What follows belongs to an exercise in optimizing a design on an open flow for small area, a short achievable clock period and few clock cycles per item; a production flow would make more cautious choices. At most, simulation tests tie the RTL to the original design; equivalence was not proved. Power is estimated from default activity; no workload was simulated.

==> run a <==
==> flow/design.v <==
module div(
    input                               clk,
    input                               resetn,
    input                               signed_div_i,
    input   [31:0]                   operand1_i,
    input   [31:0]                   operand2_i,
    input                               start_i,
    input                               annul_i,
    output  reg[63:0]          result_o,
    output  reg                         ready_o
);
localparam S_IDLE = 3'd0;
localparam S_NEG  = 3'd1;
localparam S_NORM = 3'd2;
localparam S_ITER = 3'd3;
localparam S_DONE = 3'd4;
reg [2:0]  state;
reg [32:0] rem;
reg [32:0] dsr;       
reg [31:0] quo;
reg [4:0]  cnt;
reg [4:0]  lz_a;      
reg [4:0]  lz_b;      
reg        sa;        
reg        sub;       
reg        neg_q;     
wire sa_in = signed_div_i & operand1_i[31];
wire sb_in = signed_div_i & operand2_i[31];
wire b_zero = ~|operand2_i;
wire [32:0] a_ext = {sa_in, operand1_i};
wire [32:0] b_ext = {sb_in, operand2_i};
wire neg_first = sa_in & ~sb_in;      
genvar k, i;
function [4:0] lzc32;
    input [31:0] v;
    input        s;
    reg [7:0] nz;
    reg [7:0] oh;
    reg [3:0] nb;
    reg [2:0] hi;
    integer n;
    begin
        for (n = 0; n < 8; n = n + 1)
            nz[n] = s ? ~&v[4*n +: 4] : |v[4*n +: 4];
        for (n = 0; n < 8; n = n + 1)
            oh[n] = nz[n] & ~|(nz >> (n + 1));
        nb = 4'd0;
        hi = 3'd0;
        for (n = 0; n < 8; n = n + 1) begin
            nb = nb | ({4{oh[n]}} & v[4*n +: 4]);
            hi = hi | ({3{oh[n]}} & (3'd7 - n[2:0]));
        end
        nb = nb ^ {4{s}};
        lzc32 = {hi, ~nb[3] & ~nb[2], ~nb[3] & (nb[2] | ~nb[1])};
    end
endfunction
wire [31:0] wa = sa_in ? {~operand1_i[30:0], 1'b1} : operand1_i;
wire [31:0] wb = {operand2_i[31:1], ~sb_in};
wire [7:0] nz_a, nz_b, nz_b_above;
generate
    for (k = 0; k < 8; k = k + 1) begin : nib
        assign nz_a[k] = |operand1_i[4*k+3:4*k];
        assign nz_b[k] = sb_in ? ~&wb[4*k+3:4*k] : |wb[4*k+3:4*k];
        if (k == 7) begin : top
            assign nz_b_above[k] = 1'b0;
        end else begin : below
            assign nz_b_above[k] = |nz_b[7:k+1];
        end
    end
endgenerate
wire small_in = ~sa_in & ~|(nz_a & ~nz_b_above);
wire [4:0] sg = lz_b & ~lz_a;
wire [4:0] sp = lz_b | ~lz_a;
wire [4:0] sc;      
assign sc[0] = 1'b1;
assign sc[1] = sg[0] | sp[0];
assign sc[2] = sg[1] | sp[1] & (sg[0] | sp[0]);
assign sc[3] = sg[2] | sp[2] & sg[1] | sp[2] & sp[1] & (sg[0] | sp[0]);
assign sc[4] = sg[3] | sp[3] & sg[2] | sp[3] & sp[2] & sg[1]
             | sp[3] & sp[2] & sp[1] & (sg[0] | sp[0]);
wire [4:0] first = (lz_b ^ sc) ^ ~lz_a;
wire [33:0] x = {rem[32], rem};
wire [33:0] y = {dsr[32], dsr};
wire [33:0] g0 = x & y;
wire [33:0] p0 = x | y;
wire [33:0] gg [0:6];
wire [33:0] pp [0:6];
assign gg[0] = g0;
assign pp[0] = p0;
generate
    for (k = 0; k < 6; k = k + 1) begin : ks
        for (i = 0; i < 34; i = i + 1) begin : kb
            if (i >= (1 << k)) begin : comb
                assign gg[k+1][i] = gg[k][i] | (pp[k][i] & gg[k][i - (1 << k)]);
                assign pp[k+1][i] = pp[k][i] & pp[k][i - (1 << k)];
            end else begin : pass
                assign gg[k+1][i] = gg[k][i];
                assign pp[k+1][i] = pp[k][i];
            end
        end
    end
endgenerate
wire [33:0] gt = gg[6];
wire [33:0] pt = pp[6];
wire [33:0] carry = {gt[32:0] | (pt[32:0] & {33{sub}}), sub};
wire [33:0] sum = (x ^ carry) ^ y;
wire neg_le = (x[33] ^ gt[32]) ^ y[33];
wire take = sa ? neg_le : ~sum[33];
always @(*) begin
    result_o = {rem[31:0], quo};
    ready_o  = (state == S_DONE);
end
always @(posedge clk) begin
    lz_a  <= lzc32(wa, 1'b0);
    lz_b  <= lzc32(wb, sb_in);
    sa    <= sa_in;
    sub   <= sa_in | ~sb_in;
    neg_q <= sa_in ^ sb_in;
    case (state)
        S_IDLE:  dsr <= b_ext ^ {33{sa_in | ~sb_in}};
        S_NEG:   dsr <= ~sum[32:0];     
        S_NORM:  dsr <= (dsr << first) | ~({33{1'b1}} << first) & {33{sub}};
        default: dsr <= {dsr[32], dsr[32:1]};
    endcase
    if (state == S_NORM) cnt <= first;
    else                 cnt <= cnt - 5'd1;
    case (state)
        S_IDLE:  quo <= 32'd0;
        S_NEG:   quo <= 32'd0;
        S_NORM:  quo <= {32{neg_q & take}};
        default: quo <= {quo[30:0], take ^ neg_q};
    endcase
    case (state)
        S_IDLE:  rem <= (b_zero | neg_first) ? 33'd0 : a_ext;
        S_NEG:   rem <= a_ext;
        S_NORM:  if (take & neg_q) rem <= sum[32:0];
        S_ITER:  if (take) rem <= sum[32:0];
        default: ;
    endcase
    if (resetn == 1'b0) begin
        state <= S_IDLE;
    end else begin
        case (state)
            S_IDLE: begin
                if (start_i && !annul_i) begin
                    if (b_zero | small_in) state <= S_DONE;
                    else if (neg_first)    state <= S_NEG;
                    else                   state <= S_NORM;
                end
            end
            S_NEG:  state <= annul_i ? S_IDLE : S_NORM;
            S_NORM: begin
                if (annul_i)    state <= S_IDLE;
                else if (!take) state <= S_DONE;     
                else            state <= S_ITER;
            end
            S_ITER: begin
                if (annul_i)           state <= S_IDLE;
                else if (cnt == 5'd0)  state <= S_DONE;
            end
            default: state <= S_IDLE;
        endcase
    end
end
endmodule
==> flow/flow/run.sh <==
#!/bin/bash
# The standard layout, with the ports buffered by buf_2 cells.
set -euo pipefail
bash standard.sh "BUFFER_PORTS_ARGS=-buffer_cell sky130_fd_sc_hd__buf_2" finish > standard_flow.log 2>&1
==> flow/standard.sh <==
#!/bin/bash
# synth_recipe.tcl (not shown) runs the flow's synth.tcl, then flattens the netlist and writes it again
# the make line also repeats each setting of config.mk as NAME=value (left out here)
make -C /OpenROAD-flow-scripts/flow DESIGN_CONFIG=/design/flow/config.mk WORK_HOME=/design/flow/orfs CLKGATE_MAP_FILE= SYNTH_SCRIPT=/design/flow/synth_recipe.tcl "${@:-finish}"
==> flow/config.mk <==
export PLATFORM = sky130hd
export DESIGN_NAME = div
export DESIGN_NICKNAME = div
export VERILOG_FILES = /design/flow/design.v
export SDC_FILE = /design/flow/constraint.sdc
export NUM_CORES = 8
export LEC_CHECK = 0
export CAP_MARGIN = 20
export CORE_MARGIN = 2
export CORE_UTILIZATION = 40
export CTS_BUF_LIST = sky130_fd_sc_hd__clkbuf_4 sky130_fd_sc_hd__clkbuf_8
export SETUP_SLACK_MARGIN = 1.2
export SLEW_MARGIN = 20
==> flow/constraint.sdc <==
create_clock -name core_clock -period 5.0 [get_ports {clk}]
set_input_delay 1.0000 -clock core_clock [delete_from_list [all_inputs] [get_ports {clk}]]
set_output_delay 1.0000 -clock core_clock [all_outputs]
set_load 0.01 [all_outputs]
==> run b (differences from run a) <==
==> flow/design.v, changed modules only <==
module div(
    input                               clk,
    input                               resetn,
    input                               signed_div_i,
    input   [31:0]                   operand1_i,
    input   [31:0]                   operand2_i,
    input                               start_i,
    input                               annul_i,
    output  reg[63:0]          result_o,
    output  reg                         ready_o
);
localparam S_IDLE = 3'd0;
localparam S_NEG  = 3'd1;
localparam S_NORM = 3'd2;
localparam S_ITER = 3'd3;
localparam S_DONE = 3'd4;
reg [2:0]  state;
reg [31:0] rem;       
reg [32:0] dsr;       
reg [31:0] quo;
reg [4:0]  cnt;
reg [4:0]  lz_a;      
reg [4:0]  lz_b;      
reg        sa;        
reg        sb;        
wire sa_in = signed_div_i & operand1_i[31];
wire sb_in = signed_div_i & operand2_i[31];
wire b_zero = ~|operand2_i;
wire [32:0] b_ext = {sb_in, operand2_i};
wire neg_in = sa_in ^ sb_in;          
genvar k, i;
function [4:0] lzc32;
    input [31:0] v;
    input        s;
    reg [7:0] nz;
    reg [7:0] oh;
    reg [3:0] nb;
    reg [2:0] hi;
    integer n;
    begin
        for (n = 0; n < 8; n = n + 1)
            nz[n] = s ? ~&v[4*n +: 4] : |v[4*n +: 4];
        for (n = 0; n < 8; n = n + 1)
            oh[n] = nz[n] & ~|(nz >> (n + 1));
        nb = 4'd0;
        hi = 3'd0;
        for (n = 0; n < 8; n = n + 1) begin
            nb = nb | ({4{oh[n]}} & v[4*n +: 4]);
            hi = hi | ({3{oh[n]}} & (3'd7 - n[2:0]));
        end
        nb = nb ^ {4{s}};
        lzc32 = {hi, ~nb[3] & ~nb[2], ~nb[3] & (nb[2] | ~nb[1])};
    end
endfunction
wire [31:0] wa = sa_in ? {~operand1_i[30:0], 1'b1} : operand1_i;
wire [31:0] wb = {operand2_i[31:1], ~sb_in};
wire [7:0] nz_a, nz_b, nz_b_above;
generate
    for (k = 0; k < 8; k = k + 1) begin : nib
        assign nz_a[k] = |wa[4*k+3:4*k];
        assign nz_b[k] = sb_in ? ~&wb[4*k+3:4*k] : |wb[4*k+3:4*k];
        if (k == 7) begin : top
            assign nz_b_above[k] = 1'b0;
        end else begin : below
            assign nz_b_above[k] = |nz_b[7:k+1];
        end
    end
endgenerate
wire small_in = ~|(nz_a & ~nz_b_above);
wire [4:0] sg = lz_b & ~lz_a;
wire [4:0] sp = lz_b | ~lz_a;
wire [4:0] sc;      
assign sc[0] = 1'b1;
assign sc[1] = sg[0] | sp[0];
assign sc[2] = sg[1] | sp[1] & (sg[0] | sp[0]);
assign sc[3] = sg[2] | sp[2] & sg[1] | sp[2] & sp[1] & (sg[0] | sp[0]);
assign sc[4] = sg[3] | sp[3] & sg[2] | sp[3] & sp[2] & sg[1]
             | sp[3] & sp[2] & sp[1] & (sg[0] | sp[0]);
wire [4:0] first = (lz_b ^ sc) ^ ~lz_a;
wire       first0 = (lz_b == lz_a);     
wire        neg_q = sa ^ sb;     
wire        rem_s = sa & rem[31];
wire [32:0] x = {rem_s, rem};
wire [32:0] y = ~dsr;
wire [32:0] g0 = x & y;
wire [32:0] p0 = x | y;
wire [32:0] gg [0:6];
wire [32:0] pp [0:6];
assign gg[0] = g0;
assign pp[0] = p0;
generate
    for (k = 0; k < 6; k = k + 1) begin : ks
        for (i = 0; i < 33; i = i + 1) begin : kb
            if (i >= (1 << k)) begin : comb
                assign gg[k+1][i] = gg[k][i] | (pp[k][i] & gg[k][i - (1 << k)]);
                assign pp[k+1][i] = pp[k][i] & pp[k][i - (1 << k)];
            end else begin : pass
                assign gg[k+1][i] = gg[k][i];
                assign pp[k+1][i] = pp[k][i];
            end
        end
    end
endgenerate
wire [32:0] gt = gg[6];
wire [32:0] pt = pp[6];
wire [32:0] carry = {gt[31:0] | pt[31:0], 1'b1};
wire [32:0] sum = (x ^ carry) ^ y;
wire neg_le = (x[32] ^ gt[31]) ^ y[32];
wire take = sa ? neg_le : ~sum[32];
wire [32:0] sh [0:5];
assign sh[0] = dsr;
generate
    for (k = 0; k < 5; k = k + 1) begin : shs
        assign sh[k+1] = first[k] ? {sh[k][32 - (1 << k):0], {(1 << k){1'b0}}} : sh[k];
    end
endgenerate
always @(*) begin
    result_o = {rem[31:0], quo};
    ready_o  = (state == S_DONE);
end
always @(posedge clk) begin
    lz_a  <= lzc32(wa, 1'b0);
    lz_b  <= lzc32(wb, sb_in);
    sa    <= sa_in;
    sb    <= sb_in;
    case (state)
        S_IDLE:  dsr <= b_ext;
        S_NEG:   dsr <= sum[32:0];      
        S_NORM:  dsr <= sh[5];
        default: dsr <= {dsr[32], dsr[32:1]};
    endcase
    if (state == S_NORM) cnt <= first;
    else                 cnt <= cnt - 5'd1;
    case (state)
        S_IDLE:  quo <= 32'd0;
        S_NEG:   quo <= 32'd0;
        S_NORM:  quo <= {{31{neg_q & take}}, take & (neg_q | first0)};
        default: quo <= {quo[30:0], take ^ neg_q};
    endcase
    case (state)
        S_IDLE:  rem <= (b_zero | neg_in & ~small_in) ? 32'd0 : operand1_i;
        S_NEG:   rem <= operand1_i;
        S_NORM:  if (take & (neg_q | first0)) rem <= sum[31:0];
        S_ITER:  if (take) rem <= sum[31:0];
        default: ;
    endcase
    if (resetn == 1'b0) begin
        state <= S_IDLE;
    end else begin
        case (state)
            S_IDLE: begin
                if (start_i && !annul_i) begin
                    if (b_zero | small_in) state <= S_DONE;
                    else if (neg_in)       state <= S_NEG;
                    else                   state <= S_NORM;
                end
            end
            S_NEG:  state <= annul_i ? S_IDLE : S_NORM;
            S_NORM: begin
                if (annul_i)    state <= S_IDLE;
                else if (!take) state <= S_DONE;     
                else if (first0) state <= S_DONE;    
                else            state <= S_ITER;
            end
            S_ITER: begin
                if (annul_i)           state <= S_IDLE;
                else if (cnt == 5'd0)  state <= S_DONE;
            end
            default: state <= S_IDLE;
        endcase
    end
end
endmodule
==> flow/flow/run.sh (replaced) <==
#!/bin/bash
# The standard layout, with the ports buffered by buf_2 cells and a clock tree
# without dummy loads.
set -euo pipefail
bash standard.sh "BUFFER_PORTS_ARGS=-buffer_cell sky130_fd_sc_hd__buf_2" \
  "CTS_ARGS=-sink_clustering_enable -repair_clock_nets -dont_use_dummy_load -buf_list sky130_fd_sc_hd__clkbuf_8" \
  finish > standard_flow.log 2>&1
Settings changed: CORE_UTILIZATION 40 to 55, CTS_BUF_LIST sky130_fd_sc_hd__clkbuf_4 sky130_fd_sc_hd__clkbuf_8 to unset, SETUP_SLACK_MARGIN 1.2 to 1.5.
==> run c (differences from run a) <==
==> flow/design.v, changed modules only <==
module div(
    input                               clk,
    input                               resetn,
    input                               signed_div_i,
    input   [31:0]                   operand1_i,
    input   [31:0]                   operand2_i,
    input                               start_i,
    input                               annul_i,
    output  reg[63:0]          result_o,
    output  reg                         ready_o
);
localparam S_IDLE = 3'd0;
localparam S_NEG  = 3'd1;
localparam S_NORM = 3'd2;
localparam S_ITER = 3'd3;
localparam S_DONE = 3'd4;
reg [2:0]  state;
reg [31:0] rem;       
reg [32:0] dsr;       
reg [31:0] quo;
reg [4:0]  cnt;
reg [4:0]  lz_a;      
reg [4:0]  lz_b;      
reg        sa;        
reg        sb;        
wire sa_in = signed_div_i & operand1_i[31];
wire sb_in = signed_div_i & operand2_i[31];
wire b_zero = ~|operand2_i;
wire [32:0] b_ext = {sb_in, operand2_i};
wire neg_first = sa_in & ~sb_in;      
genvar k, i;
function [4:0] lzc32;
    input [31:0] v;
    input        s;
    reg [7:0] nz;
    reg [7:0] oh;
    reg [3:0] nb;
    reg [2:0] hi;
    integer n;
    begin
        for (n = 0; n < 8; n = n + 1)
            nz[n] = s ? ~&v[4*n +: 4] : |v[4*n +: 4];
        for (n = 0; n < 8; n = n + 1)
            oh[n] = nz[n] & ~|(nz >> (n + 1));
        nb = 4'd0;
        hi = 3'd0;
        for (n = 0; n < 8; n = n + 1) begin
            nb = nb | ({4{oh[n]}} & v[4*n +: 4]);
            hi = hi | ({3{oh[n]}} & (3'd7 - n[2:0]));
        end
        nb = nb ^ {4{s}};
        lzc32 = {hi, ~nb[3] & ~nb[2], ~nb[3] & (nb[2] | ~nb[1])};
    end
endfunction
wire [31:0] wa = sa_in ? {~operand1_i[30:0], 1'b1} : operand1_i;
wire [31:0] wb = {operand2_i[31:1], ~sb_in};
wire [7:0] nz_a, nz_b, nz_b_above;
generate
    for (k = 0; k < 8; k = k + 1) begin : nib
        assign nz_a[k] = |wa[4*k+3:4*k];
        assign nz_b[k] = sb_in ? ~&wb[4*k+3:4*k] : |wb[4*k+3:4*k];
        if (k == 7) begin : top
            assign nz_b_above[k] = 1'b0;
        end else begin : below
            assign nz_b_above[k] = |nz_b[7:k+1];
        end
    end
endgenerate
wire small_in = ~|(nz_a & ~nz_b_above);
wire [4:0] sg = lz_b & ~lz_a;
wire [4:0] sp = lz_b | ~lz_a;
wire [4:0] sc;      
assign sc[0] = 1'b1;
assign sc[1] = sg[0] | sp[0];
assign sc[2] = sg[1] | sp[1] & (sg[0] | sp[0]);
assign sc[3] = sg[2] | sp[2] & sg[1] | sp[2] & sp[1] & (sg[0] | sp[0]);
assign sc[4] = sg[3] | sp[3] & sg[2] | sp[3] & sp[2] & sg[1]
             | sp[3] & sp[2] & sp[1] & (sg[0] | sp[0]);
wire [4:0] first = (lz_b ^ sc) ^ ~lz_a;
wire        sub = sa | ~sb;      
wire        neg_q = sa ^ sb;     
wire        rem_s = sa & rem[31];
wire [33:0] x = {rem_s, rem_s, rem};
wire [33:0] y = {dsr[32], dsr};
wire [33:0] g0 = x & y;
wire [33:0] p0 = x | y;
wire [33:0] gg [0:6];
wire [33:0] pp [0:6];
assign gg[0] = g0;
assign pp[0] = p0;
generate
    for (k = 0; k < 6; k = k + 1) begin : ks
        for (i = 0; i < 34; i = i + 1) begin : kb
            if (i >= (1 << k)) begin : comb
                assign gg[k+1][i] = gg[k][i] | (pp[k][i] & gg[k][i - (1 << k)]);
                assign pp[k+1][i] = pp[k][i] & pp[k][i - (1 << k)];
            end else begin : pass
                assign gg[k+1][i] = gg[k][i];
                assign pp[k+1][i] = pp[k][i];
            end
        end
    end
endgenerate
wire [33:0] gt = gg[6];
wire [33:0] pt = pp[6];
wire [33:0] carry = {gt[32:0] | (pt[32:0] & {33{sub}}), sub};
wire [33:0] sum = (x ^ carry) ^ y;
wire neg_le = (x[33] ^ gt[32]) ^ y[33];
wire take = sa ? neg_le : ~sum[33];
wire [32:0] sh [0:5];
assign sh[0] = dsr;
generate
    for (k = 0; k < 5; k = k + 1) begin : shs
        assign sh[k+1] = first[k] ? {sh[k][32 - (1 << k):0], {(1 << k){sub}}} : sh[k];
    end
endgenerate
always @(*) begin
    result_o = {rem[31:0], quo};
    ready_o  = (state == S_DONE);
end
always @(posedge clk) begin
    lz_a  <= lzc32(wa, 1'b0);
    lz_b  <= lzc32(wb, sb_in);
    sa    <= sa_in;
    sb    <= sb_in;
    case (state)
        S_IDLE:  dsr <= b_ext ^ {33{sa_in | ~sb_in}};
        S_NEG:   dsr <= ~sum[32:0];     
        S_NORM:  dsr <= sh[5];
        default: dsr <= {dsr[32], dsr[32:1]};
    endcase
    if (state == S_NORM) cnt <= first;
    else                 cnt <= cnt - 5'd1;
    case (state)
        S_IDLE:  quo <= 32'd0;
        S_NEG:   quo <= 32'd0;
        S_NORM:  quo <= {32{neg_q & take}};
        default: quo <= {quo[30:0], take ^ neg_q};
    endcase
    case (state)
        S_IDLE:  rem <= (b_zero | neg_first) ? 32'd0 : operand1_i;
        S_NEG:   rem <= operand1_i;
        S_NORM:  if (take & neg_q) rem <= sum[31:0];
        S_ITER:  if (take) rem <= sum[31:0];
        default: ;
    endcase
    if (resetn == 1'b0) begin
        state <= S_IDLE;
    end else begin
        case (state)
            S_IDLE: begin
                if (start_i && !annul_i) begin
                    if (b_zero)         state <= S_DONE;
                    else if (neg_first) state <= S_NEG;
                    else if (small_in)  state <= S_DONE;
                    else                   state <= S_NORM;
                end
            end
            S_NEG: begin
                if (annul_i)       state <= S_IDLE;
                else if (small_in) state <= S_DONE;     
                else               state <= S_NORM;
            end
            S_NORM: begin
                if (annul_i)    state <= S_IDLE;
                else if (!take) state <= S_DONE;     
                else            state <= S_ITER;
            end
            S_ITER: begin
                if (annul_i)           state <= S_IDLE;
                else if (cnt == 5'd0)  state <= S_DONE;
            end
            default: state <= S_IDLE;
        endcase
    end
end
endmodule
Settings changed: CTS_BUF_LIST sky130_fd_sc_hd__clkbuf_4 sky130_fd_sc_hd__clkbuf_8 to unset, SETUP_SLACK_MARGIN 1.2 to 1.4.
==> qor summary <==
Status: run b no timing/DRC/antenna violations; run c no timing/DRC/antenna violations; run a no timing/DRC/antenna violations
Post-route clock period utilization: run b 68.1%; run c 71.4%; run a 73.9%
Largest fanout of any net on the critical path: run b 4; run c 12; run a 16
Final Total Pwr: run b 6.27 mW; run c 6.75 mW; run a 6.30 mW
Combinational Power Share: run b 63.5%; run c 55.2%; run a 55.6%
Clk Latency, worst-skew pair: run b 0.47 ns; run c 0.44 ns; run a 0.47 ns
Resized cells post-CTS: run b 7; run c 12; run a 4
Initial antenna violation count: run b 2; run c 0; run a 0
Detail-routed net length per standard cell: run b 22.8 um; run c 22.7 um; run a 23.2 um
Multi-input gates: run b 1008; run c 973; run a 1035
Sequential fraction of the synthesis area: run b 27.5%; run c 27.2%; run a 26.8%
Grt met1 use: run b 53.6%; run c 41.0%; run a 39.1%
Routed wl met3: run b 4.29 mm; run c 3.26 mm; run a 4.97 mm
Longest individual stage delay on the worst path: run b 0.42 ns; run c 0.40 ns; run a 0.51 ns
Drt first pass iters: run b 7; run c 7; run a 9
Wire length of the first global-routing pass: run b 53.4 mm; run c 56.6 mm; run a 59.2 mm
IR Drop Worst-Case VDD: run b 0.362 mV; run c 0.188 mV; run a 0.222 mV
Multi-input combinational cell area: run b 6730 um2; run c 6820 um2; run a 6690 um2
Internal power: run b 3.08 mW; run c 3.54 mW; run a 3.27 mW
Sequential Power Share: run b 26.3%; run c 26.6%; run a 27.3%
Area growth from synthesis to layout: run b 13.8%; run c 17.4%; run a 11.9%
Testbench counts of run a, summed over its fixed seeds: cycles 72,428, divisions 8,000.
Testbench counts of run b, summed over its fixed seeds: cycles 71,183, divisions 8,000.
For run c, only the layout was checked, not whether the RTL still works.

## afterwards: timing with drivers on the ports
The flow's constraints put no driver on any port. The routed layouts listed below were extracted and timed again, unchanged, in two steps.
Step 1 assumes that a clkbuf_16 drives the clock port and a buf_2 every other input.
Step 2 adds t to the input delays and takes it off the output delays; t is the mean of the earliest and latest rising clock arrival at the registers after step 1. Input paths then give back, and output paths get back, about the clock's delay inside the block.
Slacks: ideal / step 1 / step 2; pairs: ideal / step 1.
| run | t, ns | setup slack, ns | worst setup path after step 2 | cell pins on the clock port's net |
|---|---|---|---|---|
| run a | 0.506 | 1.304 / 1.304 / 0.931 | input to register | 1 |
| run b | 0.496 | 1.595 / 1.595 / 1.147 | input to register | 1 |
| run c | 0.487 | 1.429 / 1.429 / 1.274 | input to register | 1 |
After both steps setup and hold are still met in every run listed. The setup slack of run b, which loses most, moves by 0.000 ns with the drivers and by -0.448 ns with both steps.
